This design comes from an exercise in tuning for small area and a short achievable clock period on the open sky130 flow, not from production work.
No functional check of the RTL was part of any run shown here.
Power is estimated from default activity; no workload was simulated.

==> flow/design.v <==
module alu(instr,clk,rst,alucon,result,zero,so1,so2);
input [31:0] instr;
input clk;
input rst;
output [3:0] alucon;
output zero;
output reg [31:0] so1;
output reg [31:0] so2;
output [31:0] result;
  reg [2:0] ac;
  assign alucon = {1'b0, ac};
  reg [31:0] s0, s1, s2, s3, s4, s5, s6, s7;
  reg [32*27-1:0] mem;   
  reg        pend;       
  reg [2:0]  pend_rd;    
  reg        pend_ld;    
  reg [4:0]  maddr;      
  reg        mok;        
  reg        st;         
  reg [31:0] sdr;        
  reg [31:0] row0;
  reg [31:0] row1;
  reg [31:0] row2;
  reg [31:0] row3;
  wire ps1 = row0[0] ^ row1[0];
  wire pc2 = row0[0] & row1[0];
  wire ps3 = row0[1] ^ row1[1] ^ row2[1];
  wire pc4 = (row0[1] & row1[1]) | (row0[1] & row2[1]) | (row1[1] & row2[1]);
  wire ps5 = row0[2] ^ row1[2] ^ row2[2];
  wire pc6 = (row0[2] & row1[2]) | (row0[2] & row2[2]) | (row1[2] & row2[2]);
  wire ps7 = row0[3] ^ row1[3] ^ row2[3];
  wire pc8 = (row0[3] & row1[3]) | (row0[3] & row2[3]) | (row1[3] & row2[3]);
  wire ps9 = row0[4] ^ row1[4] ^ row2[4];
  wire pc10 = (row0[4] & row1[4]) | (row0[4] & row2[4]) | (row1[4] & row2[4]);
  wire ps11 = row0[5] ^ row1[5] ^ row2[5];
  wire pc12 = (row0[5] & row1[5]) | (row0[5] & row2[5]) | (row1[5] & row2[5]);
  wire ps13 = row0[6] ^ row1[6] ^ row2[6];
  wire pc14 = (row0[6] & row1[6]) | (row0[6] & row2[6]) | (row1[6] & row2[6]);
  wire ps15 = row0[7] ^ row1[7] ^ row2[7];
  wire pc16 = (row0[7] & row1[7]) | (row0[7] & row2[7]) | (row1[7] & row2[7]);
  wire ps17 = row0[8] ^ row1[8] ^ row2[8];
  wire pc18 = (row0[8] & row1[8]) | (row0[8] & row2[8]) | (row1[8] & row2[8]);
  wire ps19 = row0[9] ^ row1[9] ^ row2[9];
  wire pc20 = (row0[9] & row1[9]) | (row0[9] & row2[9]) | (row1[9] & row2[9]);
  wire ps21 = row0[10] ^ row1[10] ^ row2[10];
  wire pc22 = (row0[10] & row1[10]) | (row0[10] & row2[10]) | (row1[10] & row2[10]);
  wire ps23 = row0[11] ^ row1[11] ^ row2[11];
  wire pc24 = (row0[11] & row1[11]) | (row0[11] & row2[11]) | (row1[11] & row2[11]);
  wire ps25 = row0[12] ^ row1[12] ^ row2[12];
  wire pc26 = (row0[12] & row1[12]) | (row0[12] & row2[12]) | (row1[12] & row2[12]);
  wire ps27 = row0[13] ^ row1[13] ^ row2[13];
  wire pc28 = (row0[13] & row1[13]) | (row0[13] & row2[13]) | (row1[13] & row2[13]);
  wire ps29 = row0[14] ^ row1[14] ^ row2[14];
  wire pc30 = (row0[14] & row1[14]) | (row0[14] & row2[14]) | (row1[14] & row2[14]);
  wire ps31 = row0[15] ^ row1[15] ^ row2[15];
  wire pc32 = (row0[15] & row1[15]) | (row0[15] & row2[15]) | (row1[15] & row2[15]);
  wire ps33 = row0[16] ^ row1[16] ^ row2[16];
  wire pc34 = (row0[16] & row1[16]) | (row0[16] & row2[16]) | (row1[16] & row2[16]);
  wire ps35 = row0[17] ^ row1[17] ^ row2[17];
  wire pc36 = (row0[17] & row1[17]) | (row0[17] & row2[17]) | (row1[17] & row2[17]);
  wire ps37 = row0[18] ^ row1[18] ^ row2[18];
  wire pc38 = (row0[18] & row1[18]) | (row0[18] & row2[18]) | (row1[18] & row2[18]);
  wire ps39 = row0[19] ^ row1[19] ^ row2[19];
  wire pc40 = (row0[19] & row1[19]) | (row0[19] & row2[19]) | (row1[19] & row2[19]);
  wire ps41 = row0[20] ^ row1[20] ^ row2[20];
  wire pc42 = (row0[20] & row1[20]) | (row0[20] & row2[20]) | (row1[20] & row2[20]);
  wire ps43 = row0[21] ^ row1[21] ^ row2[21];
  wire pc44 = (row0[21] & row1[21]) | (row0[21] & row2[21]) | (row1[21] & row2[21]);
  wire ps45 = row0[22] ^ row1[22] ^ row2[22];
  wire pc46 = (row0[22] & row1[22]) | (row0[22] & row2[22]) | (row1[22] & row2[22]);
  wire ps47 = row0[23] ^ row1[23] ^ row2[23];
  wire pc48 = (row0[23] & row1[23]) | (row0[23] & row2[23]) | (row1[23] & row2[23]);
  wire ps49 = row0[24] ^ row1[24] ^ row2[24];
  wire pc50 = (row0[24] & row1[24]) | (row0[24] & row2[24]) | (row1[24] & row2[24]);
  wire ps51 = row0[25] ^ row1[25] ^ row2[25];
  wire pc52 = (row0[25] & row1[25]) | (row0[25] & row2[25]) | (row1[25] & row2[25]);
  wire ps53 = row0[26] ^ row1[26] ^ row2[26];
  wire pc54 = (row0[26] & row1[26]) | (row0[26] & row2[26]) | (row1[26] & row2[26]);
  wire ps55 = row0[27] ^ row1[27] ^ row2[27];
  wire pc56 = (row0[27] & row1[27]) | (row0[27] & row2[27]) | (row1[27] & row2[27]);
  wire ps57 = row0[28] ^ row1[28] ^ row2[28];
  wire pc58 = (row0[28] & row1[28]) | (row0[28] & row2[28]) | (row1[28] & row2[28]);
  wire ps59 = row0[29] ^ row1[29] ^ row2[29];
  wire pc60 = (row0[29] & row1[29]) | (row0[29] & row2[29]) | (row1[29] & row2[29]);
  wire ps61 = row0[30] ^ row1[30] ^ row2[30];
  wire pc62 = (row0[30] & row1[30]) | (row0[30] & row2[30]) | (row1[30] & row2[30]);
  wire ps63 = row0[31] ^ row1[31] ^ row2[31];
  wire pc64 = (row0[31] & row1[31]) | (row0[31] & row2[31]) | (row1[31] & row2[31]);
  wire ps65 = row2[0] ^ row3[0];
  wire pc66 = row2[0] & row3[0];
  wire ps67 = row3[1] ^ ps3 ^ pc2;
  wire pc68 = (row3[1] & ps3) | (row3[1] & pc2) | (ps3 & pc2);
  wire ps69 = row3[2] ^ ps5 ^ pc4;
  wire pc70 = (row3[2] & ps5) | (row3[2] & pc4) | (ps5 & pc4);
  wire ps71 = row3[3] ^ ps7 ^ pc6;
  wire pc72 = (row3[3] & ps7) | (row3[3] & pc6) | (ps7 & pc6);
  wire ps73 = row3[4] ^ ps9 ^ pc8;
  wire pc74 = (row3[4] & ps9) | (row3[4] & pc8) | (ps9 & pc8);
  wire ps75 = row3[5] ^ ps11 ^ pc10;
  wire pc76 = (row3[5] & ps11) | (row3[5] & pc10) | (ps11 & pc10);
  wire ps77 = row3[6] ^ ps13 ^ pc12;
  wire pc78 = (row3[6] & ps13) | (row3[6] & pc12) | (ps13 & pc12);
  wire ps79 = row3[7] ^ ps15 ^ pc14;
  wire pc80 = (row3[7] & ps15) | (row3[7] & pc14) | (ps15 & pc14);
  wire ps81 = row3[8] ^ ps17 ^ pc16;
  wire pc82 = (row3[8] & ps17) | (row3[8] & pc16) | (ps17 & pc16);
  wire ps83 = row3[9] ^ ps19 ^ pc18;
  wire pc84 = (row3[9] & ps19) | (row3[9] & pc18) | (ps19 & pc18);
  wire ps85 = row3[10] ^ ps21 ^ pc20;
  wire pc86 = (row3[10] & ps21) | (row3[10] & pc20) | (ps21 & pc20);
  wire ps87 = row3[11] ^ ps23 ^ pc22;
  wire pc88 = (row3[11] & ps23) | (row3[11] & pc22) | (ps23 & pc22);
  wire ps89 = row3[12] ^ ps25 ^ pc24;
  wire pc90 = (row3[12] & ps25) | (row3[12] & pc24) | (ps25 & pc24);
  wire ps91 = row3[13] ^ ps27 ^ pc26;
  wire pc92 = (row3[13] & ps27) | (row3[13] & pc26) | (ps27 & pc26);
  wire ps93 = row3[14] ^ ps29 ^ pc28;
  wire pc94 = (row3[14] & ps29) | (row3[14] & pc28) | (ps29 & pc28);
  wire ps95 = row3[15] ^ ps31 ^ pc30;
  wire pc96 = (row3[15] & ps31) | (row3[15] & pc30) | (ps31 & pc30);
  wire ps97 = row3[16] ^ ps33 ^ pc32;
  wire pc98 = (row3[16] & ps33) | (row3[16] & pc32) | (ps33 & pc32);
  wire ps99 = row3[17] ^ ps35 ^ pc34;
  wire pc100 = (row3[17] & ps35) | (row3[17] & pc34) | (ps35 & pc34);
  wire ps101 = row3[18] ^ ps37 ^ pc36;
  wire pc102 = (row3[18] & ps37) | (row3[18] & pc36) | (ps37 & pc36);
  wire ps103 = row3[19] ^ ps39 ^ pc38;
  wire pc104 = (row3[19] & ps39) | (row3[19] & pc38) | (ps39 & pc38);
  wire ps105 = row3[20] ^ ps41 ^ pc40;
  wire pc106 = (row3[20] & ps41) | (row3[20] & pc40) | (ps41 & pc40);
  wire ps107 = row3[21] ^ ps43 ^ pc42;
  wire pc108 = (row3[21] & ps43) | (row3[21] & pc42) | (ps43 & pc42);
  wire ps109 = row3[22] ^ ps45 ^ pc44;
  wire pc110 = (row3[22] & ps45) | (row3[22] & pc44) | (ps45 & pc44);
  wire ps111 = row3[23] ^ ps47 ^ pc46;
  wire pc112 = (row3[23] & ps47) | (row3[23] & pc46) | (ps47 & pc46);
  wire ps113 = row3[24] ^ ps49 ^ pc48;
  wire pc114 = (row3[24] & ps49) | (row3[24] & pc48) | (ps49 & pc48);
  wire ps115 = row3[25] ^ ps51 ^ pc50;
  wire pc116 = (row3[25] & ps51) | (row3[25] & pc50) | (ps51 & pc50);
  wire ps117 = row3[26] ^ ps53 ^ pc52;
  wire pc118 = (row3[26] & ps53) | (row3[26] & pc52) | (ps53 & pc52);
  wire ps119 = row3[27] ^ ps55 ^ pc54;
  wire pc120 = (row3[27] & ps55) | (row3[27] & pc54) | (ps55 & pc54);
  wire ps121 = row3[28] ^ ps57 ^ pc56;
  wire pc122 = (row3[28] & ps57) | (row3[28] & pc56) | (ps57 & pc56);
  wire ps123 = row3[29] ^ ps59 ^ pc58;
  wire pc124 = (row3[29] & ps59) | (row3[29] & pc58) | (ps59 & pc58);
  wire ps125 = row3[30] ^ ps61 ^ pc60;
  wire pc126 = (row3[30] & ps61) | (row3[30] & pc60) | (ps61 & pc60);
  wire ps127 = row3[31] ^ ps63 ^ pc62;
  wire pc128 = (row3[31] & ps63) | (row3[31] & pc62) | (ps63 & pc62);
  wire [31:0] fa_ = {ps127, ps125, ps123, ps121, ps119, ps117, ps115, ps113, ps111, ps109, ps107, ps105, ps103, ps101, ps99, ps97, ps95, ps93, ps91, ps89, ps87, ps85, ps83, ps81, ps79, ps77, ps75, ps73, ps71, ps69, ps67, ps1};
  wire [31:0] fb_ = {pc126, pc124, pc122, pc120, pc118, pc116, pc114, pc112, pc110, pc108, pc106, pc104, pc102, pc100, pc98, pc96, pc94, pc92, pc90, pc88, pc86, pc84, pc82, pc80, pc78, pc76, pc74, pc72, pc70, pc68, pc66, ps65};
  wire mul = ac[2];
  wire sub = ~ac[2] & ac[1] & ac[0];
  wire arith = ac[2] | ac[1];
  wire [31:0] aa = mul ? fa_ : so1;
  wire [31:0] ab = mul ? fb_ : so2 ^ {32{sub}};
  wire [31:0] sum = aa + ab + {31'b0, sub};
  wire zsum = ~|(aa ^ ab ^ {aa[30:0] | ab[30:0], sub});
  wire [31:0] andv = so1 & so2;
  wire [31:0] orv = so1 | so2;
  assign result = arith ? sum : ac[0] ? orv : andv;
  assign zero = arith ? zsum : ac[0] ? ~|orv : ~|andv;
  reg [31:0] mrd;
  always @* begin
    case (maddr)
      5'd0: mrd = mem[31:0];
      5'd1: mrd = mem[63:32];
      5'd2: mrd = mem[95:64];
      5'd3: mrd = mem[127:96];
      5'd4: mrd = mem[159:128];
      5'd5: mrd = mem[191:160];
      5'd6: mrd = mem[223:192];
      5'd7: mrd = mem[255:224];
      5'd8: mrd = mem[287:256];
      5'd9: mrd = mem[319:288];
      5'd10: mrd = mem[351:320];
      5'd11: mrd = mem[383:352];
      5'd12: mrd = mem[415:384];
      5'd13: mrd = mem[447:416];
      5'd14: mrd = mem[479:448];
      5'd15: mrd = mem[511:480];
      5'd16: mrd = mem[543:512];
      5'd17: mrd = mem[575:544];
      5'd18: mrd = mem[607:576];
      5'd19: mrd = mem[639:608];
      5'd20: mrd = mem[671:640];
      5'd21: mrd = mem[703:672];
      5'd22: mrd = mem[735:704];
      5'd23: mrd = mem[767:736];
      5'd24: mrd = mem[799:768];
      5'd25: mrd = mem[831:800];
      5'd26: mrd = mem[863:832];
      default: mrd = 32'b0;
    endcase
  end
  wire [31:0] pv = pend_ld ? (mok ? mrd : 32'b0) : result;
  wire [5:0] op = instr[31:26];
  wire [5:0] fn = instr[5:0];
  wire [4:0] rs = instr[25:21];
  wire [4:0] rt = instr[20:16];
  wire [4:0] rd = instr[15:11];
  wire [15:0] imm = instr[15:0];
  wire isR  = op == 6'h00;
  wire isLW = op == 6'h23;
  wire isSW = op == 6'h2b;
  wire isAI = op == 6'h08;
  wire isBQ = op == 6'h04;
  wire isI  = isLW | isSW | isAI;
  wire rs_ok = rs[4:3] == 2'b10;
  wire rt_ok = rt[4:3] == 2'b10;
  wire rd_ok = rd[4:3] == 2'b10;
  reg [2:0] ac_n;
  always @* begin
    ac_n = ac;
    if (isR) begin
      if (fn == 6'h20) ac_n = 3'd2;
      else if (fn == 6'h22) ac_n = 3'd3;
      else if (fn == 6'h24) ac_n = 3'd0;
      else if (fn == 6'h25) ac_n = 3'd1;
      else if (fn == 6'h18) ac_n = 3'd4;
    end else if (isI) ac_n = 3'd2;
    else if (isBQ) ac_n = 3'd3;
  end
  function [31:0] rdreg(input [2:0] a);
    case (a)
      3'd0: rdreg = s0; 3'd1: rdreg = s1; 3'd2: rdreg = s2; 3'd3: rdreg = s3;
      3'd4: rdreg = s4; 3'd5: rdreg = s5; 3'd6: rdreg = s6; default: rdreg = s7;
    endcase
  endfunction
  wire [31:0] r1 = (pend && pend_rd == rs[2:0]) ? pv : rdreg(rs[2:0]);
  wire [31:0] r2 = (pend && pend_rd == rt[2:0]) ? pv : rdreg(rt[2:0]);
  wire [31:0] x = ((isR | isBQ | isI) & rs_ok) ? r1 : so1;
  wire [31:0] y = ((isR | isBQ) & rt_ok) ? r2 : isI ? {16'b0, imm} : so2;
  wire [31:0] eb = {16'b0, imm};
  wire [5:0] ea_lo = {1'b0, x[4:0]} + {1'b0, imm[4:0]};
  wire [31:0] ea_ph = x ^ eb;
  wire [31:0] ea_pg = x | eb;
  wire ea_hz = (ea_ph[5] == ea_lo[5]) & (ea_ph[31:6] == ea_pg[30:5]);
  wire ea_ok = ea_hz & (ea_lo[4:0] < 5'd27);
  wire bn0 = y[1] & ~(y[0] & 1'b0);
  wire b10 = y[0] ^ 1'b0;
  wire b20 = (y[1] & ~y[0] & ~1'b0) | (~y[1] & y[0] & 1'b0);
  wire [31:0] pp0 = ({32{b10}} & x[31:0] | {32{b20}} & {x[30:0], 1'b0}) ^ {32{bn0}};
  wire bn1 = y[3] & ~(y[2] & y[1]);
  wire b11 = y[2] ^ y[1];
  wire b21 = (y[3] & ~y[2] & ~y[1]) | (~y[3] & y[2] & y[1]);
  wire [29:0] pp1 = ({30{b11}} & x[29:0] | {30{b21}} & {x[28:0], 1'b0}) ^ {30{bn1}};
  wire bn2 = y[5] & ~(y[4] & y[3]);
  wire b12 = y[4] ^ y[3];
  wire b22 = (y[5] & ~y[4] & ~y[3]) | (~y[5] & y[4] & y[3]);
  wire [27:0] pp2 = ({28{b12}} & x[27:0] | {28{b22}} & {x[26:0], 1'b0}) ^ {28{bn2}};
  wire bn3 = y[7] & ~(y[6] & y[5]);
  wire b13 = y[6] ^ y[5];
  wire b23 = (y[7] & ~y[6] & ~y[5]) | (~y[7] & y[6] & y[5]);
  wire [25:0] pp3 = ({26{b13}} & x[25:0] | {26{b23}} & {x[24:0], 1'b0}) ^ {26{bn3}};
  wire bn4 = y[9] & ~(y[8] & y[7]);
  wire b14 = y[8] ^ y[7];
  wire b24 = (y[9] & ~y[8] & ~y[7]) | (~y[9] & y[8] & y[7]);
  wire [23:0] pp4 = ({24{b14}} & x[23:0] | {24{b24}} & {x[22:0], 1'b0}) ^ {24{bn4}};
  wire bn5 = y[11] & ~(y[10] & y[9]);
  wire b15 = y[10] ^ y[9];
  wire b25 = (y[11] & ~y[10] & ~y[9]) | (~y[11] & y[10] & y[9]);
  wire [21:0] pp5 = ({22{b15}} & x[21:0] | {22{b25}} & {x[20:0], 1'b0}) ^ {22{bn5}};
  wire bn6 = y[13] & ~(y[12] & y[11]);
  wire b16 = y[12] ^ y[11];
  wire b26 = (y[13] & ~y[12] & ~y[11]) | (~y[13] & y[12] & y[11]);
  wire [19:0] pp6 = ({20{b16}} & x[19:0] | {20{b26}} & {x[18:0], 1'b0}) ^ {20{bn6}};
  wire bn7 = y[15] & ~(y[14] & y[13]);
  wire b17 = y[14] ^ y[13];
  wire b27 = (y[15] & ~y[14] & ~y[13]) | (~y[15] & y[14] & y[13]);
  wire [17:0] pp7 = ({18{b17}} & x[17:0] | {18{b27}} & {x[16:0], 1'b0}) ^ {18{bn7}};
  wire bn8 = y[17] & ~(y[16] & y[15]);
  wire b18 = y[16] ^ y[15];
  wire b28 = (y[17] & ~y[16] & ~y[15]) | (~y[17] & y[16] & y[15]);
  wire [15:0] pp8 = ({16{b18}} & x[15:0] | {16{b28}} & {x[14:0], 1'b0}) ^ {16{bn8}};
  wire bn9 = y[19] & ~(y[18] & y[17]);
  wire b19 = y[18] ^ y[17];
  wire b29 = (y[19] & ~y[18] & ~y[17]) | (~y[19] & y[18] & y[17]);
  wire [13:0] pp9 = ({14{b19}} & x[13:0] | {14{b29}} & {x[12:0], 1'b0}) ^ {14{bn9}};
  wire bn10 = y[21] & ~(y[20] & y[19]);
  wire b110 = y[20] ^ y[19];
  wire b210 = (y[21] & ~y[20] & ~y[19]) | (~y[21] & y[20] & y[19]);
  wire [11:0] pp10 = ({12{b110}} & x[11:0] | {12{b210}} & {x[10:0], 1'b0}) ^ {12{bn10}};
  wire bn11 = y[23] & ~(y[22] & y[21]);
  wire b111 = y[22] ^ y[21];
  wire b211 = (y[23] & ~y[22] & ~y[21]) | (~y[23] & y[22] & y[21]);
  wire [9:0] pp11 = ({10{b111}} & x[9:0] | {10{b211}} & {x[8:0], 1'b0}) ^ {10{bn11}};
  wire bn12 = y[25] & ~(y[24] & y[23]);
  wire b112 = y[24] ^ y[23];
  wire b212 = (y[25] & ~y[24] & ~y[23]) | (~y[25] & y[24] & y[23]);
  wire [7:0] pp12 = ({8{b112}} & x[7:0] | {8{b212}} & {x[6:0], 1'b0}) ^ {8{bn12}};
  wire bn13 = y[27] & ~(y[26] & y[25]);
  wire b113 = y[26] ^ y[25];
  wire b213 = (y[27] & ~y[26] & ~y[25]) | (~y[27] & y[26] & y[25]);
  wire [5:0] pp13 = ({6{b113}} & x[5:0] | {6{b213}} & {x[4:0], 1'b0}) ^ {6{bn13}};
  wire bn14 = y[29] & ~(y[28] & y[27]);
  wire b114 = y[28] ^ y[27];
  wire b214 = (y[29] & ~y[28] & ~y[27]) | (~y[29] & y[28] & y[27]);
  wire [3:0] pp14 = ({4{b114}} & x[3:0] | {4{b214}} & {x[2:0], 1'b0}) ^ {4{bn14}};
  wire bn15 = y[31] & ~(y[30] & y[29]);
  wire b115 = y[30] ^ y[29];
  wire b215 = (y[31] & ~y[30] & ~y[29]) | (~y[31] & y[30] & y[29]);
  wire pp15_0 = b115 & x[0];
  wire pp15_1 = b115 ? (x[1] ^ (bn15 & x[0])) : (b215 & x[0]);
  wire ms129 = pp0[24] ^ pp1[22];
  wire mc130 = pp0[24] & pp1[22];
  wire ms131 = pp0[25] ^ pp1[23];
  wire mc132 = pp0[25] & pp1[23];
  wire ms133 = pp0[26] ^ pp1[24] ^ pp2[22];
  wire mc134 = (pp0[26] & pp1[24]) | (pp0[26] & pp2[22]) | (pp1[24] & pp2[22]);
  wire ms135 = pp3[20] ^ pp4[18];
  wire mc136 = pp3[20] & pp4[18];
  wire ms137 = pp0[27] ^ pp1[25] ^ pp2[23];
  wire mc138 = (pp0[27] & pp1[25]) | (pp0[27] & pp2[23]) | (pp1[25] & pp2[23]);
  wire ms139 = pp3[21] ^ pp4[19];
  wire mc140 = pp3[21] & pp4[19];
  wire ms141 = pp0[28] ^ pp1[26] ^ pp2[24];
  wire mc142 = (pp0[28] & pp1[26]) | (pp0[28] & pp2[24]) | (pp1[26] & pp2[24]);
  wire ms143 = pp3[22] ^ pp4[20] ^ pp5[18];
  wire mc144 = (pp3[22] & pp4[20]) | (pp3[22] & pp5[18]) | (pp4[20] & pp5[18]);
  wire ms145 = pp6[16] ^ pp7[14];
  wire mc146 = pp6[16] & pp7[14];
  wire ms147 = pp0[29] ^ pp1[27] ^ pp2[25];
  wire mc148 = (pp0[29] & pp1[27]) | (pp0[29] & pp2[25]) | (pp1[27] & pp2[25]);
  wire ms149 = pp3[23] ^ pp4[21] ^ pp5[19];
  wire mc150 = (pp3[23] & pp4[21]) | (pp3[23] & pp5[19]) | (pp4[21] & pp5[19]);
  wire ms151 = pp6[17] ^ pp7[15];
  wire mc152 = pp6[17] & pp7[15];
  wire ms153 = pp0[30] ^ pp1[28] ^ pp2[26];
  wire mc154 = (pp0[30] & pp1[28]) | (pp0[30] & pp2[26]) | (pp1[28] & pp2[26]);
  wire ms155 = pp3[24] ^ pp4[22] ^ pp5[20];
  wire mc156 = (pp3[24] & pp4[22]) | (pp3[24] & pp5[20]) | (pp4[22] & pp5[20]);
  wire ms157 = pp6[18] ^ pp7[16] ^ pp8[14];
  wire mc158 = (pp6[18] & pp7[16]) | (pp6[18] & pp8[14]) | (pp7[16] & pp8[14]);
  wire ms159 = pp0[16] ^ pp1[14];
  wire mc160 = pp0[16] & pp1[14];
  wire ms161 = pp0[17] ^ pp1[15];
  wire mc162 = pp0[17] & pp1[15];
  wire ms163 = pp0[18] ^ pp1[16] ^ pp2[14];
  wire mc164 = (pp0[18] & pp1[16]) | (pp0[18] & pp2[14]) | (pp1[16] & pp2[14]);
  wire ms165 = pp3[12] ^ pp4[10];
  wire mc166 = pp3[12] & pp4[10];
  wire ms167 = pp0[19] ^ pp1[17] ^ pp2[15];
  wire mc168 = (pp0[19] & pp1[17]) | (pp0[19] & pp2[15]) | (pp1[17] & pp2[15]);
  wire ms169 = pp3[13] ^ pp4[11];
  wire mc170 = pp3[13] & pp4[11];
  wire ms171 = pp0[20] ^ pp1[18] ^ pp2[16];
  wire mc172 = (pp0[20] & pp1[18]) | (pp0[20] & pp2[16]) | (pp1[18] & pp2[16]);
  wire ms173 = pp3[14] ^ pp4[12] ^ pp5[10];
  wire mc174 = (pp3[14] & pp4[12]) | (pp3[14] & pp5[10]) | (pp4[12] & pp5[10]);
  wire ms175 = pp6[8] ^ pp7[6];
  wire mc176 = pp6[8] & pp7[6];
  wire ms177 = pp0[21] ^ pp1[19] ^ pp2[17];
  wire mc178 = (pp0[21] & pp1[19]) | (pp0[21] & pp2[17]) | (pp1[19] & pp2[17]);
  wire ms179 = pp3[15] ^ pp4[13] ^ pp5[11];
  wire mc180 = (pp3[15] & pp4[13]) | (pp3[15] & pp5[11]) | (pp4[13] & pp5[11]);
  wire ms181 = pp6[9] ^ pp7[7];
  wire mc182 = pp6[9] & pp7[7];
  wire ms183 = pp0[22] ^ pp1[20] ^ pp2[18];
  wire mc184 = (pp0[22] & pp1[20]) | (pp0[22] & pp2[18]) | (pp1[20] & pp2[18]);
  wire ms185 = pp3[16] ^ pp4[14] ^ pp5[12];
  wire mc186 = (pp3[16] & pp4[14]) | (pp3[16] & pp5[12]) | (pp4[14] & pp5[12]);
  wire ms187 = pp6[10] ^ pp7[8] ^ pp8[6];
  wire mc188 = (pp6[10] & pp7[8]) | (pp6[10] & pp8[6]) | (pp7[8] & pp8[6]);
  wire ms189 = pp9[4] ^ pp10[2];
  wire mc190 = pp9[4] & pp10[2];
  wire ms191 = pp0[23] ^ pp1[21] ^ pp2[19];
  wire mc192 = (pp0[23] & pp1[21]) | (pp0[23] & pp2[19]) | (pp1[21] & pp2[19]);
  wire ms193 = pp3[17] ^ pp4[15] ^ pp5[13];
  wire mc194 = (pp3[17] & pp4[15]) | (pp3[17] & pp5[13]) | (pp4[15] & pp5[13]);
  wire ms195 = pp6[11] ^ pp7[9] ^ pp8[7];
  wire mc196 = (pp6[11] & pp7[9]) | (pp6[11] & pp8[7]) | (pp7[9] & pp8[7]);
  wire ms197 = pp9[5] ^ pp10[3];
  wire mc198 = pp9[5] & pp10[3];
  wire ms199 = pp2[20] ^ pp3[18] ^ pp4[16];
  wire mc200 = (pp2[20] & pp3[18]) | (pp2[20] & pp4[16]) | (pp3[18] & pp4[16]);
  wire ms201 = pp5[14] ^ pp6[12] ^ pp7[10];
  wire mc202 = (pp5[14] & pp6[12]) | (pp5[14] & pp7[10]) | (pp6[12] & pp7[10]);
  wire ms203 = pp8[8] ^ pp9[6] ^ pp10[4];
  wire mc204 = (pp8[8] & pp9[6]) | (pp8[8] & pp10[4]) | (pp9[6] & pp10[4]);
  wire ms205 = pp11[2] ^ pp12[0] ^ bn12;
  wire mc206 = (pp11[2] & pp12[0]) | (pp11[2] & bn12) | (pp12[0] & bn12);
  wire ms207 = pp2[21] ^ pp3[19] ^ pp4[17];
  wire mc208 = (pp2[21] & pp3[19]) | (pp2[21] & pp4[17]) | (pp3[19] & pp4[17]);
  wire ms209 = pp5[15] ^ pp6[13] ^ pp7[11];
  wire mc210 = (pp5[15] & pp6[13]) | (pp5[15] & pp7[11]) | (pp6[13] & pp7[11]);
  wire ms211 = pp8[9] ^ pp9[7] ^ pp10[5];
  wire mc212 = (pp8[9] & pp9[7]) | (pp8[9] & pp10[5]) | (pp9[7] & pp10[5]);
  wire ms213 = pp11[3] ^ pp12[1] ^ ms131;
  wire mc214 = (pp11[3] & pp12[1]) | (pp11[3] & ms131) | (pp12[1] & ms131);
  wire ms215 = pp5[16] ^ pp6[14] ^ pp7[12];
  wire mc216 = (pp5[16] & pp6[14]) | (pp5[16] & pp7[12]) | (pp6[14] & pp7[12]);
  wire ms217 = pp8[10] ^ pp9[8] ^ pp10[6];
  wire mc218 = (pp8[10] & pp9[8]) | (pp8[10] & pp10[6]) | (pp9[8] & pp10[6]);
  wire ms219 = pp11[4] ^ pp12[2] ^ pp13[0];
  wire mc220 = (pp11[4] & pp12[2]) | (pp11[4] & pp13[0]) | (pp12[2] & pp13[0]);
  wire ms221 = bn13 ^ ms133 ^ ms135;
  wire mc222 = (bn13 & ms133) | (bn13 & ms135) | (ms133 & ms135);
  wire ms223 = pp5[17] ^ pp6[15] ^ pp7[13];
  wire mc224 = (pp5[17] & pp6[15]) | (pp5[17] & pp7[13]) | (pp6[15] & pp7[13]);
  wire ms225 = pp8[11] ^ pp9[9] ^ pp10[7];
  wire mc226 = (pp8[11] & pp9[9]) | (pp8[11] & pp10[7]) | (pp9[9] & pp10[7]);
  wire ms227 = pp11[5] ^ pp12[3] ^ pp13[1];
  wire mc228 = (pp11[5] & pp12[3]) | (pp11[5] & pp13[1]) | (pp12[3] & pp13[1]);
  wire ms229 = ms137 ^ ms139 ^ mc134;
  wire mc230 = (ms137 & ms139) | (ms137 & mc134) | (ms139 & mc134);
  wire ms231 = pp8[12] ^ pp9[10] ^ pp10[8];
  wire mc232 = (pp8[12] & pp9[10]) | (pp8[12] & pp10[8]) | (pp9[10] & pp10[8]);
  wire ms233 = pp11[6] ^ pp12[4] ^ pp13[2];
  wire mc234 = (pp11[6] & pp12[4]) | (pp11[6] & pp13[2]) | (pp12[4] & pp13[2]);
  wire ms235 = pp14[0] ^ bn14 ^ ms141;
  wire mc236 = (pp14[0] & bn14) | (pp14[0] & ms141) | (bn14 & ms141);
  wire ms237 = ms143 ^ ms145 ^ mc138;
  wire mc238 = (ms143 & ms145) | (ms143 & mc138) | (ms145 & mc138);
  wire ms239 = pp8[13] ^ pp9[11] ^ pp10[9];
  wire mc240 = (pp8[13] & pp9[11]) | (pp8[13] & pp10[9]) | (pp9[11] & pp10[9]);
  wire ms241 = pp11[7] ^ pp12[5] ^ pp13[3];
  wire mc242 = (pp11[7] & pp12[5]) | (pp11[7] & pp13[3]) | (pp12[5] & pp13[3]);
  wire ms243 = pp14[1] ^ ms147 ^ ms149;
  wire mc244 = (pp14[1] & ms147) | (pp14[1] & ms149) | (ms147 & ms149);
  wire ms245 = ms151 ^ mc142 ^ mc144;
  wire mc246 = (ms151 & mc142) | (ms151 & mc144) | (mc142 & mc144);
  wire ms247 = pp9[12] ^ pp10[10] ^ pp11[8];
  wire mc248 = (pp9[12] & pp10[10]) | (pp9[12] & pp11[8]) | (pp10[10] & pp11[8]);
  wire ms249 = pp12[6] ^ pp13[4] ^ pp14[2];
  wire mc250 = (pp12[6] & pp13[4]) | (pp12[6] & pp14[2]) | (pp13[4] & pp14[2]);
  wire ms251 = pp15_0 ^ ms153 ^ ms155;
  wire mc252 = (pp15_0 & ms153) | (pp15_0 & ms155) | (ms153 & ms155);
  wire ms253 = ms157 ^ mc148 ^ mc150;
  wire mc254 = (ms157 & mc148) | (ms157 & mc150) | (mc148 & mc150);
  wire ms255 = pp0[10] ^ pp1[8];
  wire mc256 = pp0[10] & pp1[8];
  wire ms257 = pp0[11] ^ pp1[9];
  wire mc258 = pp0[11] & pp1[9];
  wire ms259 = pp0[12] ^ pp1[10] ^ pp2[8];
  wire mc260 = (pp0[12] & pp1[10]) | (pp0[12] & pp2[8]) | (pp1[10] & pp2[8]);
  wire ms261 = pp3[6] ^ pp4[4];
  wire mc262 = pp3[6] & pp4[4];
  wire ms263 = pp0[13] ^ pp1[11] ^ pp2[9];
  wire mc264 = (pp0[13] & pp1[11]) | (pp0[13] & pp2[9]) | (pp1[11] & pp2[9]);
  wire ms265 = pp3[7] ^ pp4[5];
  wire mc266 = pp3[7] & pp4[5];
  wire ms267 = pp0[14] ^ pp1[12] ^ pp2[10];
  wire mc268 = (pp0[14] & pp1[12]) | (pp0[14] & pp2[10]) | (pp1[12] & pp2[10]);
  wire ms269 = pp3[8] ^ pp4[6] ^ pp5[4];
  wire mc270 = (pp3[8] & pp4[6]) | (pp3[8] & pp5[4]) | (pp4[6] & pp5[4]);
  wire ms271 = pp6[2] ^ pp7[0];
  wire mc272 = pp6[2] & pp7[0];
  wire ms273 = pp0[15] ^ pp1[13] ^ pp2[11];
  wire mc274 = (pp0[15] & pp1[13]) | (pp0[15] & pp2[11]) | (pp1[13] & pp2[11]);
  wire ms275 = pp3[9] ^ pp4[7] ^ pp5[5];
  wire mc276 = (pp3[9] & pp4[7]) | (pp3[9] & pp5[5]) | (pp4[7] & pp5[5]);
  wire ms277 = pp6[3] ^ pp7[1];
  wire mc278 = pp6[3] & pp7[1];
  wire ms279 = pp2[12] ^ pp3[10] ^ pp4[8];
  wire mc280 = (pp2[12] & pp3[10]) | (pp2[12] & pp4[8]) | (pp3[10] & pp4[8]);
  wire ms281 = pp5[6] ^ pp6[4] ^ pp7[2];
  wire mc282 = (pp5[6] & pp6[4]) | (pp5[6] & pp7[2]) | (pp6[4] & pp7[2]);
  wire ms283 = pp8[0] ^ bn8 ^ ms159;
  wire mc284 = (pp8[0] & bn8) | (pp8[0] & ms159) | (bn8 & ms159);
  wire ms285 = pp2[13] ^ pp3[11] ^ pp4[9];
  wire mc286 = (pp2[13] & pp3[11]) | (pp2[13] & pp4[9]) | (pp3[11] & pp4[9]);
  wire ms287 = pp5[7] ^ pp6[5] ^ pp7[3];
  wire mc288 = (pp5[7] & pp6[5]) | (pp5[7] & pp7[3]) | (pp6[5] & pp7[3]);
  wire ms289 = pp8[1] ^ ms161 ^ mc160;
  wire mc290 = (pp8[1] & ms161) | (pp8[1] & mc160) | (ms161 & mc160);
  wire ms291 = pp5[8] ^ pp6[6] ^ pp7[4];
  wire mc292 = (pp5[8] & pp6[6]) | (pp5[8] & pp7[4]) | (pp6[6] & pp7[4]);
  wire ms293 = pp8[2] ^ pp9[0] ^ bn9;
  wire mc294 = (pp8[2] & pp9[0]) | (pp8[2] & bn9) | (pp9[0] & bn9);
  wire ms295 = ms163 ^ ms165 ^ mc162;
  wire mc296 = (ms163 & ms165) | (ms163 & mc162) | (ms165 & mc162);
  wire ms297 = pp5[9] ^ pp6[7] ^ pp7[5];
  wire mc298 = (pp5[9] & pp6[7]) | (pp5[9] & pp7[5]) | (pp6[7] & pp7[5]);
  wire ms299 = pp8[3] ^ pp9[1] ^ ms167;
  wire mc300 = (pp8[3] & pp9[1]) | (pp8[3] & ms167) | (pp9[1] & ms167);
  wire ms301 = ms169 ^ mc164 ^ mc166;
  wire mc302 = (ms169 & mc164) | (ms169 & mc166) | (mc164 & mc166);
  wire ms303 = pp8[4] ^ pp9[2] ^ pp10[0];
  wire mc304 = (pp8[4] & pp9[2]) | (pp8[4] & pp10[0]) | (pp9[2] & pp10[0]);
  wire ms305 = bn10 ^ ms171 ^ ms173;
  wire mc306 = (bn10 & ms171) | (bn10 & ms173) | (ms171 & ms173);
  wire ms307 = ms175 ^ mc168 ^ mc170;
  wire mc308 = (ms175 & mc168) | (ms175 & mc170) | (mc168 & mc170);
  wire ms309 = pp8[5] ^ pp9[3] ^ pp10[1];
  wire mc310 = (pp8[5] & pp9[3]) | (pp8[5] & pp10[1]) | (pp9[3] & pp10[1]);
  wire ms311 = ms177 ^ ms179 ^ ms181;
  wire mc312 = (ms177 & ms179) | (ms177 & ms181) | (ms179 & ms181);
  wire ms313 = mc172 ^ mc174 ^ mc176;
  wire mc314 = (mc172 & mc174) | (mc172 & mc176) | (mc174 & mc176);
  wire ms315 = pp11[0] ^ bn11 ^ ms183;
  wire mc316 = (pp11[0] & bn11) | (pp11[0] & ms183) | (bn11 & ms183);
  wire ms317 = ms185 ^ ms187 ^ ms189;
  wire mc318 = (ms185 & ms187) | (ms185 & ms189) | (ms187 & ms189);
  wire ms319 = mc178 ^ mc180 ^ mc182;
  wire mc320 = (mc178 & mc180) | (mc178 & mc182) | (mc180 & mc182);
  wire ms321 = pp11[1] ^ ms191 ^ ms193;
  wire mc322 = (pp11[1] & ms191) | (pp11[1] & ms193) | (ms191 & ms193);
  wire ms323 = ms195 ^ ms197 ^ mc184;
  wire mc324 = (ms195 & ms197) | (ms195 & mc184) | (ms197 & mc184);
  wire ms325 = mc186 ^ mc188 ^ mc190;
  wire mc326 = (mc186 & mc188) | (mc186 & mc190) | (mc188 & mc190);
  wire ms327 = ms129 ^ ms199 ^ ms201;
  wire mc328 = (ms129 & ms199) | (ms129 & ms201) | (ms199 & ms201);
  wire ms329 = ms203 ^ ms205 ^ mc192;
  wire mc330 = (ms203 & ms205) | (ms203 & mc192) | (ms205 & mc192);
  wire ms331 = mc194 ^ mc196 ^ mc198;
  wire mc332 = (mc194 & mc196) | (mc194 & mc198) | (mc196 & mc198);
  wire ms333 = mc130 ^ ms207 ^ ms209;
  wire mc334 = (mc130 & ms207) | (mc130 & ms209) | (ms207 & ms209);
  wire ms335 = ms211 ^ ms213 ^ mc200;
  wire mc336 = (ms211 & ms213) | (ms211 & mc200) | (ms213 & mc200);
  wire ms337 = mc202 ^ mc204 ^ mc206;
  wire mc338 = (mc202 & mc204) | (mc202 & mc206) | (mc204 & mc206);
  wire ms339 = mc132 ^ ms215 ^ ms217;
  wire mc340 = (mc132 & ms215) | (mc132 & ms217) | (ms215 & ms217);
  wire ms341 = ms219 ^ ms221 ^ mc208;
  wire mc342 = (ms219 & ms221) | (ms219 & mc208) | (ms221 & mc208);
  wire ms343 = mc210 ^ mc212 ^ mc214;
  wire mc344 = (mc210 & mc212) | (mc210 & mc214) | (mc212 & mc214);
  wire ms345 = mc136 ^ ms223 ^ ms225;
  wire mc346 = (mc136 & ms223) | (mc136 & ms225) | (ms223 & ms225);
  wire ms347 = ms227 ^ ms229 ^ mc216;
  wire mc348 = (ms227 & ms229) | (ms227 & mc216) | (ms229 & mc216);
  wire ms349 = mc218 ^ mc220 ^ mc222;
  wire mc350 = (mc218 & mc220) | (mc218 & mc222) | (mc220 & mc222);
  wire ms351 = mc140 ^ ms231 ^ ms233;
  wire mc352 = (mc140 & ms231) | (mc140 & ms233) | (ms231 & ms233);
  wire ms353 = ms235 ^ ms237 ^ mc224;
  wire mc354 = (ms235 & ms237) | (ms235 & mc224) | (ms237 & mc224);
  wire ms355 = mc226 ^ mc228 ^ mc230;
  wire mc356 = (mc226 & mc228) | (mc226 & mc230) | (mc228 & mc230);
  wire ms357 = mc146 ^ ms239 ^ ms241;
  wire mc358 = (mc146 & ms239) | (mc146 & ms241) | (ms239 & ms241);
  wire ms359 = ms243 ^ ms245 ^ mc232;
  wire mc360 = (ms243 & ms245) | (ms243 & mc232) | (ms245 & mc232);
  wire ms361 = mc234 ^ mc236 ^ mc238;
  wire mc362 = (mc234 & mc236) | (mc234 & mc238) | (mc236 & mc238);
  wire ms363 = mc152 ^ ms247 ^ ms249;
  wire mc364 = (mc152 & ms247) | (mc152 & ms249) | (ms247 & ms249);
  wire ms365 = ms251 ^ ms253 ^ mc240;
  wire mc366 = (ms251 & ms253) | (ms251 & mc240) | (ms253 & mc240);
  wire ms367 = mc242 ^ mc244 ^ mc246;
  wire mc368 = (mc242 & mc244) | (mc242 & mc246) | (mc244 & mc246);
  wire ms369 = pp0[6] ^ pp1[4];
  wire mc370 = pp0[6] & pp1[4];
  wire ms371 = pp0[7] ^ pp1[5];
  wire mc372 = pp0[7] & pp1[5];
  wire ms373 = pp0[8] ^ pp1[6] ^ pp2[4];
  wire mc374 = (pp0[8] & pp1[6]) | (pp0[8] & pp2[4]) | (pp1[6] & pp2[4]);
  wire ms375 = pp3[2] ^ pp4[0];
  wire mc376 = pp3[2] & pp4[0];
  wire ms377 = pp0[9] ^ pp1[7] ^ pp2[5];
  wire mc378 = (pp0[9] & pp1[7]) | (pp0[9] & pp2[5]) | (pp1[7] & pp2[5]);
  wire ms379 = pp3[3] ^ pp4[1];
  wire mc380 = pp3[3] & pp4[1];
  wire ms381 = pp2[6] ^ pp3[4] ^ pp4[2];
  wire mc382 = (pp2[6] & pp3[4]) | (pp2[6] & pp4[2]) | (pp3[4] & pp4[2]);
  wire ms383 = pp5[0] ^ bn5 ^ ms255;
  wire mc384 = (pp5[0] & bn5) | (pp5[0] & ms255) | (bn5 & ms255);
  wire ms385 = pp2[7] ^ pp3[5] ^ pp4[3];
  wire mc386 = (pp2[7] & pp3[5]) | (pp2[7] & pp4[3]) | (pp3[5] & pp4[3]);
  wire ms387 = pp5[1] ^ ms257 ^ mc256;
  wire mc388 = (pp5[1] & ms257) | (pp5[1] & mc256) | (ms257 & mc256);
  wire ms389 = pp5[2] ^ pp6[0] ^ bn6;
  wire mc390 = (pp5[2] & pp6[0]) | (pp5[2] & bn6) | (pp6[0] & bn6);
  wire ms391 = ms259 ^ ms261 ^ mc258;
  wire mc392 = (ms259 & ms261) | (ms259 & mc258) | (ms261 & mc258);
  wire ms393 = pp5[3] ^ pp6[1] ^ ms263;
  wire mc394 = (pp5[3] & pp6[1]) | (pp5[3] & ms263) | (pp6[1] & ms263);
  wire ms395 = ms265 ^ mc260 ^ mc262;
  wire mc396 = (ms265 & mc260) | (ms265 & mc262) | (mc260 & mc262);
  wire ms397 = bn7 ^ ms267 ^ ms269;
  wire mc398 = (bn7 & ms267) | (bn7 & ms269) | (ms267 & ms269);
  wire ms399 = ms271 ^ mc264 ^ mc266;
  wire mc400 = (ms271 & mc264) | (ms271 & mc266) | (mc264 & mc266);
  wire ms401 = ms273 ^ ms275 ^ ms277;
  wire mc402 = (ms273 & ms275) | (ms273 & ms277) | (ms275 & ms277);
  wire ms403 = mc268 ^ mc270 ^ mc272;
  wire mc404 = (mc268 & mc270) | (mc268 & mc272) | (mc270 & mc272);
  wire ms405 = ms279 ^ ms281 ^ ms283;
  wire mc406 = (ms279 & ms281) | (ms279 & ms283) | (ms281 & ms283);
  wire ms407 = mc274 ^ mc276 ^ mc278;
  wire mc408 = (mc274 & mc276) | (mc274 & mc278) | (mc276 & mc278);
  wire ms409 = ms285 ^ ms287 ^ ms289;
  wire mc410 = (ms285 & ms287) | (ms285 & ms289) | (ms287 & ms289);
  wire ms411 = mc280 ^ mc282 ^ mc284;
  wire mc412 = (mc280 & mc282) | (mc280 & mc284) | (mc282 & mc284);
  wire ms413 = ms291 ^ ms293 ^ ms295;
  wire mc414 = (ms291 & ms293) | (ms291 & ms295) | (ms293 & ms295);
  wire ms415 = mc286 ^ mc288 ^ mc290;
  wire mc416 = (mc286 & mc288) | (mc286 & mc290) | (mc288 & mc290);
  wire ms417 = ms297 ^ ms299 ^ ms301;
  wire mc418 = (ms297 & ms299) | (ms297 & ms301) | (ms299 & ms301);
  wire ms419 = mc292 ^ mc294 ^ mc296;
  wire mc420 = (mc292 & mc294) | (mc292 & mc296) | (mc294 & mc296);
  wire ms421 = ms303 ^ ms305 ^ ms307;
  wire mc422 = (ms303 & ms305) | (ms303 & ms307) | (ms305 & ms307);
  wire ms423 = mc298 ^ mc300 ^ mc302;
  wire mc424 = (mc298 & mc300) | (mc298 & mc302) | (mc300 & mc302);
  wire ms425 = ms309 ^ ms311 ^ ms313;
  wire mc426 = (ms309 & ms311) | (ms309 & ms313) | (ms311 & ms313);
  wire ms427 = mc304 ^ mc306 ^ mc308;
  wire mc428 = (mc304 & mc306) | (mc304 & mc308) | (mc306 & mc308);
  wire ms429 = ms315 ^ ms317 ^ ms319;
  wire mc430 = (ms315 & ms317) | (ms315 & ms319) | (ms317 & ms319);
  wire ms431 = mc310 ^ mc312 ^ mc314;
  wire mc432 = (mc310 & mc312) | (mc310 & mc314) | (mc312 & mc314);
  wire ms433 = ms321 ^ ms323 ^ ms325;
  wire mc434 = (ms321 & ms323) | (ms321 & ms325) | (ms323 & ms325);
  wire ms435 = mc316 ^ mc318 ^ mc320;
  wire mc436 = (mc316 & mc318) | (mc316 & mc320) | (mc318 & mc320);
  wire ms437 = ms327 ^ ms329 ^ ms331;
  wire mc438 = (ms327 & ms329) | (ms327 & ms331) | (ms329 & ms331);
  wire ms439 = mc322 ^ mc324 ^ mc326;
  wire mc440 = (mc322 & mc324) | (mc322 & mc326) | (mc324 & mc326);
  wire ms441 = ms333 ^ ms335 ^ ms337;
  wire mc442 = (ms333 & ms335) | (ms333 & ms337) | (ms335 & ms337);
  wire ms443 = mc328 ^ mc330 ^ mc332;
  wire mc444 = (mc328 & mc330) | (mc328 & mc332) | (mc330 & mc332);
  wire ms445 = ms339 ^ ms341 ^ ms343;
  wire mc446 = (ms339 & ms341) | (ms339 & ms343) | (ms341 & ms343);
  wire ms447 = mc334 ^ mc336 ^ mc338;
  wire mc448 = (mc334 & mc336) | (mc334 & mc338) | (mc336 & mc338);
  wire ms449 = ms345 ^ ms347 ^ ms349;
  wire mc450 = (ms345 & ms347) | (ms345 & ms349) | (ms347 & ms349);
  wire ms451 = mc340 ^ mc342 ^ mc344;
  wire mc452 = (mc340 & mc342) | (mc340 & mc344) | (mc342 & mc344);
  wire ms453 = ms351 ^ ms353 ^ ms355;
  wire mc454 = (ms351 & ms353) | (ms351 & ms355) | (ms353 & ms355);
  wire ms455 = mc346 ^ mc348 ^ mc350;
  wire mc456 = (mc346 & mc348) | (mc346 & mc350) | (mc348 & mc350);
  wire ms457 = ms357 ^ ms359 ^ ms361;
  wire mc458 = (ms357 & ms359) | (ms357 & ms361) | (ms359 & ms361);
  wire ms459 = mc352 ^ mc354 ^ mc356;
  wire mc460 = (mc352 & mc354) | (mc352 & mc356) | (mc354 & mc356);
  wire ms461 = ms363 ^ ms365 ^ ms367;
  wire mc462 = (ms363 & ms365) | (ms363 & ms367) | (ms365 & ms367);
  wire ms463 = mc358 ^ mc360 ^ mc362;
  wire mc464 = (mc358 & mc360) | (mc358 & mc362) | (mc360 & mc362);
  wire x465 = pp0[31] ^ pp1[29];
  wire x466 = pp2[27] ^ pp3[25];
  wire x467 = pp4[23] ^ pp5[21];
  wire x468 = pp6[19] ^ pp7[17];
  wire x469 = pp8[15] ^ pp9[13];
  wire x470 = pp10[11] ^ pp11[9];
  wire x471 = pp12[7] ^ pp13[5];
  wire x472 = pp14[3] ^ pp15_1;
  wire x473 = x465 ^ x466;
  wire x474 = x467 ^ x468;
  wire x475 = x469 ^ x470;
  wire x476 = x471 ^ x472;
  wire x477 = x473 ^ x474;
  wire x478 = x475 ^ x476;
  wire x479 = x477 ^ x478;
  wire x480 = mc154 ^ mc248;
  wire x481 = mc254 ^ mc368;
  wire x482 = x480 ^ x481;
  wire x483 = mc156 ^ mc250;
  wire x484 = mc364 ^ mc462;
  wire x485 = x483 ^ x484;
  wire x486 = mc158 ^ mc252;
  wire x487 = mc366 ^ mc464;
  wire x488 = x486 ^ x487;
  wire [31:0] mrow0 = {x479, ms461, ms457, ms453, ms449, ms445, ms441, ms437, ms433, ms429, ms425, ms421, ms417, ms413, ms409, ms405, ms401, ms397, ms393, ms389, ms385, ms381, ms377, bn4, pp2[3], pp2[2], pp0[5], pp0[4], pp0[3], pp0[2], pp0[1], pp0[0]};
  wire [31:0] mrow1 = {x482, ms463, ms459, ms455, ms451, ms447, ms443, ms439, ms435, ms431, ms427, ms423, ms419, ms415, ms411, ms407, ms403, ms399, ms395, ms391, ms387, ms383, ms379, ms373, pp3[1], pp3[0], pp1[3], pp1[2], pp1[1], pp1[0], 1'b0, bn0};
  wire [31:0] mrow2 = {x485, mc458, mc454, mc450, mc446, mc442, mc438, mc434, mc430, mc426, mc422, mc418, mc414, mc410, mc406, mc402, mc398, mc394, mc390, mc386, mc382, mc378, mc374, ms375, ms371, bn3, pp2[1], pp2[0], 1'b0, bn1, 1'b0, 1'b0};
  wire [31:0] mrow3 = {x488, mc460, mc456, mc452, mc448, mc444, mc440, mc436, mc432, mc428, mc424, mc420, mc416, mc412, mc408, mc404, mc400, mc396, mc392, mc388, mc384, mc380, mc376, mc372, mc370, ms369, 1'b0, bn2, 1'b0, 1'b0, 1'b0, 1'b0};
  always @(posedge clk) begin
    if (rst) begin
      ac <= 3'd0; so1 <= 32'b0; so2 <= 32'b0;
      pend <= 1'b0; st <= 1'b0;
    end else begin
      ac <= ac_n; so1 <= x; so2 <= y;
      pend <= (isR & rd_ok) | ((isAI | isLW) & rt_ok);
      st <= isSW & rt_ok & ea_ok;
    end
    pend_rd <= isR ? rd[2:0] : rt[2:0];
    pend_ld <= isLW;
    maddr <= ea_lo[4:0];
    mok <= ea_ok;
    sdr <= r2;
    row0 <= mrow0;
    row1 <= mrow1;
    row2 <= mrow2;
    row3 <= mrow3;
  end
  wire [31:0] pv0 = pv & {32{~rst}};
  wire [7:0] swe;
  genvar w;
  generate
    for (w = 0; w < 8; w = w + 1) begin : g_swe
      assign swe[w] = rst | (pend && pend_rd == w);
    end
  endgenerate
  always @(posedge clk) begin
    if (swe[0]) s0 <= pv0;
    if (swe[1]) s1 <= pv0;
    if (swe[2]) s2 <= pv0;
    if (swe[3]) s3 <= pv0;
    if (swe[4]) s4 <= pv0;
    if (swe[5]) s5 <= pv0;
    if (swe[6]) s6 <= pv0;
    if (swe[7]) s7 <= pv0;
  end
  wire [31:0] sd = sdr;
  wire [31:0] sd0 = sd & {32{~rst}};
  wire [31:0] sd1 = sd | {32{rst}};
  generate
    for (w = 0; w < 27; w = w + 1) begin : g_mem
      wire we = rst | (st && maddr == w);
      wire [31:0] c = (w < 18) ? w + 1 : 32'b0;
      always @(posedge clk)
        if (we) mem[32*w +: 32] <= (c & sd1) | (~c & sd0);
    end
  endgenerate
endmodule
==> flow/flow/run.sh <==
#!/bin/bash
# Layout flow: the standard ORFS flow (standard synthesis, floorplan,
# placement, CTS, routing) with a larger setup-slack target for the timing
# repair steps, so that the repair keeps improving paths that already meet
# the 16 ns clock. The clock, I/O delays and all constraints are the standard flow's.
set -euo pipefail
MARGIN=9
TNS=10
sed -e "s/\"\${@:-finish}\"/SETUP_SLACK_MARGIN=$MARGIN TNS_END_PERCENT=$TNS \"\${@:-finish}\"/" standard.sh > standard_margin.sh
grep -q "SETUP_SLACK_MARGIN=$MARGIN TNS_END_PERCENT" standard_margin.sh
bash standard_margin.sh > standard.log 2>&1
==> flow/standard.sh <==
#!/bin/bash
# synth_recipe.tcl (not shown) runs the flow's synth.tcl, then flattens the netlist and writes it again
# the make line also repeats each setting of config.mk as NAME=value (left out here)
make -C /OpenROAD-flow-scripts/flow DESIGN_CONFIG=/design/flow/config.mk WORK_HOME=/design/flow/orfs CLKGATE_MAP_FILE= SYNTH_SCRIPT=/design/flow/synth_recipe.tcl "${@:-finish}"
==> flow/config.mk <==
export PLATFORM = sky130hd
export DESIGN_NAME = alu
export DESIGN_NICKNAME = alu
export VERILOG_FILES = /design/flow/design.v
export SDC_FILE = /design/flow/constraint.sdc
export NUM_CORES = 4
export LEC_CHECK = 0
export CAP_MARGIN = 20
export CORE_MARGIN = 2
export CORE_UTILIZATION = 40
export PLACE_DENSITY = 0.6
export SLEW_MARGIN = 20
==> flow/constraint.sdc <==
create_clock -name core_clock -period 16.0 [get_ports {clk}]
set_input_delay 3.2000 -clock core_clock [delete_from_list [all_inputs] [get_ports {clk}]]
set_output_delay 3.2000 -clock core_clock [all_outputs]
set_load 0.01 [all_outputs]
==> results by group, run 1 <==
Status
  • Status: complete, no violations

Timing
  • Max_slew headroom: 13.7%
  • RSZ-0062 raised after global routing: yes
  • Final hold vios: 0
  • Max-slew violations: 0
  • Worst slew pin tran: 1.28 ns
  • Clk_skew: about 0.050 ns
  • Fin crit share: 50.2%
  • Upper clock frequency limit: between 0.1 and 0.15 GHz
  • Setup total negative slack: 0 ns
  • Tmin final: 8.04 ns
  • Setup violators final: 0

Synthesis
  • Unique masters post-synth: 122
  • EDFF count, synth: 1120
  • Async S/R FF share, synth: 0%
  • Yosys reg bits: 1350
  • Syn Nets: 5865
  • YS warnings: 1
  • Sequential fraction of the synthesis area: 55.8%
  • Post-synth top flop: edfxtp_1
  • Synth Cell Area: 0.0686 mm²
  • Syn Area/Cell: approximately 12 µm²
  • Cells after Synth: ~5500

Power and ir drop
  • Internal power: 0.00631 W
  • VDD IR max: 0.000125 V
  • Gate power share: 12.6%
  • Clock Power Share: 39.0%
  • Register share of total power: 48.4%
  • Pwr per Cell Area: approximately 110 mW/mm²
  • Leakage: 29.4 nW
  • Switching Fraction: 26.6%
  • NetSw: 0.00228 W
  • Total power: 0.00859 W

Global routing
  • GR Util All Layers: 32.9%
  • Gr ovfl total: 0
  • Largest net degree at the start of global routing: 67
  • First-pass GRT wire length: about 400000 µm
  • Vias in the first global route: 49700
  • Initial antenna violation count: 14

CTS
  • H-tree level count: 4
  • Worst-skew pair later-pin latency: 0.84 ns
  • Clk slew on worst S/H paths: 0.07 ns
  • CTS buffer count: 142
  • Clk buf depth: 3
  • CTS sink count: around 1400
  • Post-CTS Hold Buffers: 0
  • Root Driver: clkbuf_16
  • CTS tree: done

Routing
  • Drt via density: 6.52
  • Routed wire length: 293000 µm
  • TritonRoute pass-1 iters: 11
  • Antenna Nets Post-Route: 0
  • DR DRC count: 0
  • Via count: 52900
  • DRT iter0 DRCs: between 8000 and 9000
  • Wirelength per Cell: 36.2 µm

Setup path
  • Slowest-stage cell, CP: fa_1
  • Worst r2r path cells: 23
  • WS Path Type: reg -> out
  • Arr. time, crit path: approximately 4.8 ns
  • FF-to-FF End: row2[31]
  • Largest stage delay on the critical path: 0.55 ns
  • CP required: 12.80 ns
  • Buf/Inv on CP: 3
  • Crit start category: flop
  • CP endpoint kind: output port
  • Worst r2r src: maddr[4]
  • Worst setup startpoint: row0[13]
  • R2r setup slk: 8.16 ns
  • Crit path max fanout: 5
  • Crit-path leading delay family: compound AO/OA/AOI/OAI gates
  • Crit path cell chain: inv_1, fa_1, fa_1, a21oi_1, ha_2, a21oi_1, o21bai_1, a21oi_2, a21boi_2, buf_4, o21ai_2, a21oi_4, xnor2_2, nor2_2, a31oi_4, buf_6

Floorplanning
  • Core area: 0.170 mm²
  • Starting Density: approximately two fifths
  • IO Pins: 135
  • Row cnt: around 150
  • Die H: 418 µm
  • Die span in x: 418 µm
  • Total die area: between 0.15 and 0.2 mm²

Min path
  • HP Class: reg -> reg
  • WHS Path Cells: 1
  • Hold EP: mem[548]
  • HP Start: sdr[4]

Layout
  • Most flops, register: mem
  • Layout cell share with drive strength beyond 1: 19.4%
  • Area of the multi-input gates: 0.0296 mm²
  • Register cell area after layout: 0.0382 mm²
  • # fillers: between 10000 and 15000
  • Max FFs per register: 864
  • Nets: 6112
  • Area grow syn2layout: 18.8%

Placement
  • I/O Buffers: 133
  • Gpl congestion: 1.02
  • HPWL after detailed placement: 190000 µm

Flow run
  • Max-cap violations: 0
## cell families after synthesis
kind of cell	synth area share [%]
AOI/OAI and AO/OA	14.5
xor gates and xnor gates	5.20
adders and majority gates	8.15
buffers and inverters	4.43
DFF	55.8
muxes	3.16
other	0.00547
and+or+nand+nor	8.77
## power by group through the flow
stage | sequential, W | combinational (W) | clock, W
floorplan | 0.00420 | 0.000529 | 0
global placement | 0.00422 | 0.000959 | 0
detailed placement | 0.00423 | 0.000967 | 0
CTS | 0.00416 | 0.00103 | 0.00337
global route | 0.00417 | 0.00111 | 0.00351
finish | 0.00416 | 0.00108 | 0.00335
## worst register-to-register path, cell delays in order (launching register included)
cell and delay, ns:
dfxtp_1 0.51, buf_4 0.47, nor2b_4 0.23, buf_4 0.35, and2_2 0.38, buf_4 0.34
a22oi_1 0.33, nand4_1 0.12, nor3_1 0.38, a2bb2oi_1 0.99, a21o_1 0.31, o21ai_2 0.12
ha_4 0.42, buf_16 0.19, a22oi_1 0.10, xnor2_1 0.17, fa_1 0.54, inv_1 0.05
fa_1 0.51, fa_1 0.49, inv_1 0.06, fa_2 0.40, xnor2_2 0.15, xnor2_1 0.12
## metal layers
layer  GRT usage (%)  wire (µm)  vias to the layer above  part of all wire [%]
met5               0         82                        -                 0.028
met4            20.5      22100                        6                   7.5
met3            9.48      38800                      828                    13
met2            46.5     122000                     4217                    42
met1            44.5     111000                    26600                    38
li1                -          -                    21300                     -
## layout make-up
type | count | share of cell area, %
sequential | 1350 | 46.9
multi-input combinational | 3434 | 36.4
timing repair buffer | 519 | 6.04
clock buffer | 189 | 4.70
tap | 2218 | 3.41
inverter | 316 | 1.51
clock inverter | 67 | 1.01
antenna | 9 | 0.0276
## layout by cell type (no fill, tap or decap), types with 49 or more instances in the layout
cell type and n:
xor2_1 85, nor2_1 254, dfxtp_1 225, mux2_2 52, edfxtp_1 1120, nand2_1 225
a21oi_1 160, clkbuf_16 147, xnor2_1 281, a22oi_1 509, clkdlybuf4s50_1 105, nor2b_1 66
nand4_1 78, ha_1 84, buf_4 329, and3_1 166, a221oi_1 49, o21ai_0 102
fa_1 176, nand3_1 78, inv_1 301
## how the worst max path moves through the flow
stage / slack (ns) / depth (start not counted) / endpoint
detailed placement: 5.83 / 18 / row2[31]
global route: 7.95 / 15 / result[30]
finish: 7.96 / 16 / result[28]
floorplan: 7.70 / 22 / row2[31]
CTS: 7.87 / 13 / result[24]
global placement: 5.75 / 21 / row2[31]
## cell usage after synthesis (all sizes together) (36+ instances only)
| cell type | n | area, µm² |
|---|---|---|
| o22ai | 40 | 250 |
| mux4 | 41 | 923 |
| nand2 | 238 | 898 |
| nor2 | 292 | 1140 |
| nor3 | 37 | 195 |
| mux2i | 61 | 627 |
| ha | 121 | 1510 |
| fa | 194 | 3880 |
| xor2 | 93 | 822 |
| a2111oi | 48 | 459 |
| clkbuf | 252 | 951 |
| buf | 164 | 902 |
| a31oi | 36 | 238 |
| o21ai | 146 | 738 |
| a221oi | 54 | 485 |
| a21oi | 222 | 1120 |
| o211ai | 44 | 340 |
| xnor2 | 290 | 2540 |
| a22oi | 517 | 3890 |
| nor4 | 43 | 275 |
| nor2b | 88 | 558 |
| mux2 | 55 | 619 |
| inv | 314 | 1180 |
| a21o | 45 | 338 |
| nand4 | 78 | 488 |
| edfxtp | 1120 | 33600 |
| dfxtp | 230 | 4600 |
| nand3 | 82 | 415 |
| and3 | 169 | 1060 |
## stage by stage
step                worst slack [ns]  hold WS [ns]  utilization (%)  area (µm²)  instances
floorplan                       7.70         0.501                -       68900       5516
global placement                5.75         0.624             43.0       73000       7689
detailed placement              5.83         0.616             43.0       73100       7691
CTS                             7.87         0.607             47.4       80600       8051
global route                    7.95         0.630             48.0       81500       8093
finish                          7.96         0.615             48.0       81500       8102
## repair_timing
item,CTS,global route
gates cloned,13,2
buffers inserted,91,37
endpoints found under the hold margin,0,0
resized for setup,461,117
setup endpoints to repair,138,99
pin swaps,81,52
==> inputs of run 2 (changes only) <==
--- a/flow/flow/run.sh
+++ b/flow/flow/run.sh
@@ -4,7 +4,7 @@
 # repair steps, so that the repair keeps improving paths that already meet
 # the 16 ns clock. The clock, I/O delays and all constraints are the standard flow's.
 set -euo pipefail
-MARGIN=9
+MARGIN=7
 TNS=10
 sed -e "s/\"\${@:-finish}\"/SETUP_SLACK_MARGIN=$MARGIN TNS_END_PERCENT=$TNS \"\${@:-finish}\"/" standard.sh > standard_margin.sh
 grep -q "SETUP_SLACK_MARGIN=$MARGIN TNS_END_PERCENT" standard_margin.sh
==> run 2 against run 1 <==
Effect of this change: still clean; design area fell by 4.1%; non-clock buffer count down 141; first-iteration DRC count decreased by 4.4%; hold slack better by 0.011 ns; core utilization shrank 1.9 points; power grew 0.54%; final cell count shrank 1.6%; critical path depth is 1 lower; count of clock-buffer cells in the layout rose by 1; highest routed layer unchanged.
==> results by group, run 2 <==
Status
  • Status: complete, no violations

Power and ir drop
  • Leakage: 28.3 nW (-3.7%)
  • Internal power: 0.00637 W (+0.96%)
  • NetSw: 0.00227 W (-0.63%)
  • Pwr per Cell Area: 110 mW/mm² (+4.8%)
  • Clock Power Share: 40.3% (+1.3 points)

Timing
  • Worst hold slack: 0.626 ns (+0.0109 ns)
  • Final hold vios: 0 (unchanged)
  • Upper clock frequency limit: 0.109 GHz (-12%)
  • Clk_skew: 0.0430 ns (-0.00677 ns)
  • Tmin final: 9.16 ns (+1.12 ns)
  • Setup total negative slack: 0 ns (unchanged)
  • Worst slew pin tran: 1.27 ns (-0.00974 ns)

Synthesis
  • EDFF count, synth: 1120 (unchanged)
  • Syn Nets: 5865 (unchanged)
  • Cells after Synth: 5516 (unchanged)
  • Yosys reg bits: 1350 (unchanged)
  • Syn Area/Cell: 12.4 µm² (unchanged)
  • Largest area contributor in the synthesized netlist: edfxtp_1

Floorplanning
  • Starting Density: 40.4% (unchanged)
  • IO Pins: 135 (unchanged)
  • Total die area: 0.175 mm² (unchanged)
  • Die H: 418 µm (unchanged)

Setup path
  • WS Path Type: reg -> out
  • R2r setup slk: 6.94 ns (-1.22 ns)
  • CP endpoint kind: output port
  • Crit start category: flop

CTS
  • Post-CTS Hold Buffers: 0 (unchanged)
  • Clk buf depth: 3 (unchanged)
  • CTS buffer count: 144 (+1.4%)
  • H-tree level count: 4 (unchanged)
  • CTS tree: done

Routing
  • Via count: 51800 (-1.9%)
  • TritonRoute pass-1 iters: 6 (-5)
  • DR DRC count: 0 (unchanged)
  • Antenna Nets Post-Route: 0 (unchanged)
  • Wirelength per Cell: 36.3 µm (+0.36%)

Placement
  • HPWL after detailed placement: 190000 µm (+0.22%)
  • Gpl congestion: 1.01 (-0.59%)

Layout
  • # fillers: 15100 (+1.1%)
  • Max FFs per register: 864 (unchanged)
  • Commonest non-fill, non-tap cell in the layout: edfxtp_1
  • Area grow syn2layout: 14.0%
  • Most flops, register: mem
  • Nets: 5975 (-2.2%)

Global routing
  • GR Util All Layers: 32.3% (-0.65 points)
  • Gr ovfl total: 0 (unchanged)
  • First-pass GRT wire length: 393000 µm (-2.0%)
  • Initial antenna violation count: 20 (+6)
==> run 2: changes by cell type in the layout (fill, tap and decap cells not counted), moves of 23 or more <==
cell | previous run | this run
a21oi_1 | 160 | 213
a21oi_2 | 39 | 9
a21oi_4 | 23 | 0
buf_4 | 329 | 239
ha_1 | 84 | 113
ha_4 | 30 | 1
==> run 2: cells by family after synthesis <==
kind of cell	after synthesis	synth area share, %
DFF	1350	55.8
xor gates and xnor gates	392	5.20
AOI/OAI and AO/OA	1389	14.5
adders and majority gates	334	8.15
other	1	0.00547
and+or+nand+nor	1161	8.77
muxes	157	3.16
buffers and inverters	732	4.43
==> run 2: path summary, 6_finish.rpt <==
kind / from / endpoint
worst max register to register: ac[2] / row2[31]
worst max-delay path: row0[19] / result[28]
worst min register to register: sdr[4] / mem[484]
worst min-delay path: sdr[4] / mem[484]
==> run 2: what timing repair did <==
| action | CTS | global route |
|---|---|---|
| pin swaps | 1 | 2 |
| endpoints found under the hold margin | 0 | 0 |
| setup buffers | 2 | 2 |
| cloned | 0 | 2 |
| endpoints found under the setup margin | 41 | 22 |
| resized for setup | 34 | 34 |
==> run 2: critical path: stages, from the launching register on <==
cell             delay, ns
dfxtp_1               0.30
inv_1                 0.05
fa_1                  0.55
fa_1                  0.51
a21oi_1               0.34
ha_2                  0.44
a21oi_1               0.24
o21a_1                0.34
o31ai_1               0.15
a221oi_1              0.28
o21ai_0               0.20
a21oi_2               0.35
xnor2_1               0.24
nor2_1                0.16
a31oi_4               0.36
clkdlybuf4s50_1       0.61
==> run 2: layout make-up <==
class / instances / area, µm² / share of cell area [%]
Antenna cell: 8 / 20.0 / 0.0256
Multi-Input combinational cell: 3435 / 27900 / 35.6
Clock buffer: 190 / 3930 / 5.03
Timing Repair inverter: 1 / 5.00 / 0.00640
Timing Repair Buffer: 378 / 3210 / 4.10
Sequential cell: 1350 / 38200 / 48.9
Clock inverter: 74 / 953 / 1.22
Inverter: 316 / 1200 / 1.54
Tap cell: 2218 / 2780 / 3.55
==> run 2: power groups by stage <==
stage	registers, W	logic (W)	clock network [W]
2_1_floorplan	0.00420	0.000521	0
3_3_place_gp	0.00422	0.000953	0
3_5_place_dp	0.00423	0.000962	0
4_1_cts	0.00415	0.000969	0.00350
5_1_grt	0.00417	0.00104	0.00363
6_report	0.00415	0.00100	0.00348
==> run 2: layer usage <==
layer	vias up	part of all wire (%)	routed length [µm]	GRT usage [%]
met3	747	13	37300	8.36
met1	26100	38	110000	43.6
met5	-	0.10	299	0.556
met4	24	7.3	21200	20.1
met2	3952	42	121000	46.1
li1	21000	-	-	-
==> run 2: per-stage QoR <==
step                cell area (µm²)  power, W  std cells  utilization [%]  setup WS, ns
floorplan                     68600   0.00472       5516                -          7.03
global placement              73000   0.00517       7691             43.0          5.86
detailed placement            73000   0.00519       7691             43.0          5.79
CTS                           78000   0.00862       7957             45.9          6.87
global route                  78200   0.00883       7963             46.0          6.81
finish                        78200   0.00864       7970             46.0          6.84

re-timing with driven ports:
How much do the figures lean on ideal ports? The routed layouts below were timed once more, with nothing changed but the port constraints.
Step 1 sets driving cells, clkbuf_16 on the clock port and buf_2 on the other inputs (assumed; they add their load-dependent delay and slew).
Step 2 adds t to the input delays and takes it off the output delays; t is the mean of the earliest and latest rising clock arrival at the registers after step 1. Input paths then give back, and output paths get back, about the clock's delay inside the block.
Three values: no drivers, after step 1, after step 2; two values: the first two.
run	t, ns	slack for setup (ns)	clock arrival spread, ns
run 1	0.897	7.961 / 7.879 / 7.258	0.051 / 0.051
run 2	0.891	6.843 / 6.761 / 6.230	0.043 / 0.043
After both steps every run listed still meets setup and hold. For run 1, which loses most, drivers alone change the setup slack by -0.082 ns; drivers and shift together by -0.703 ns.
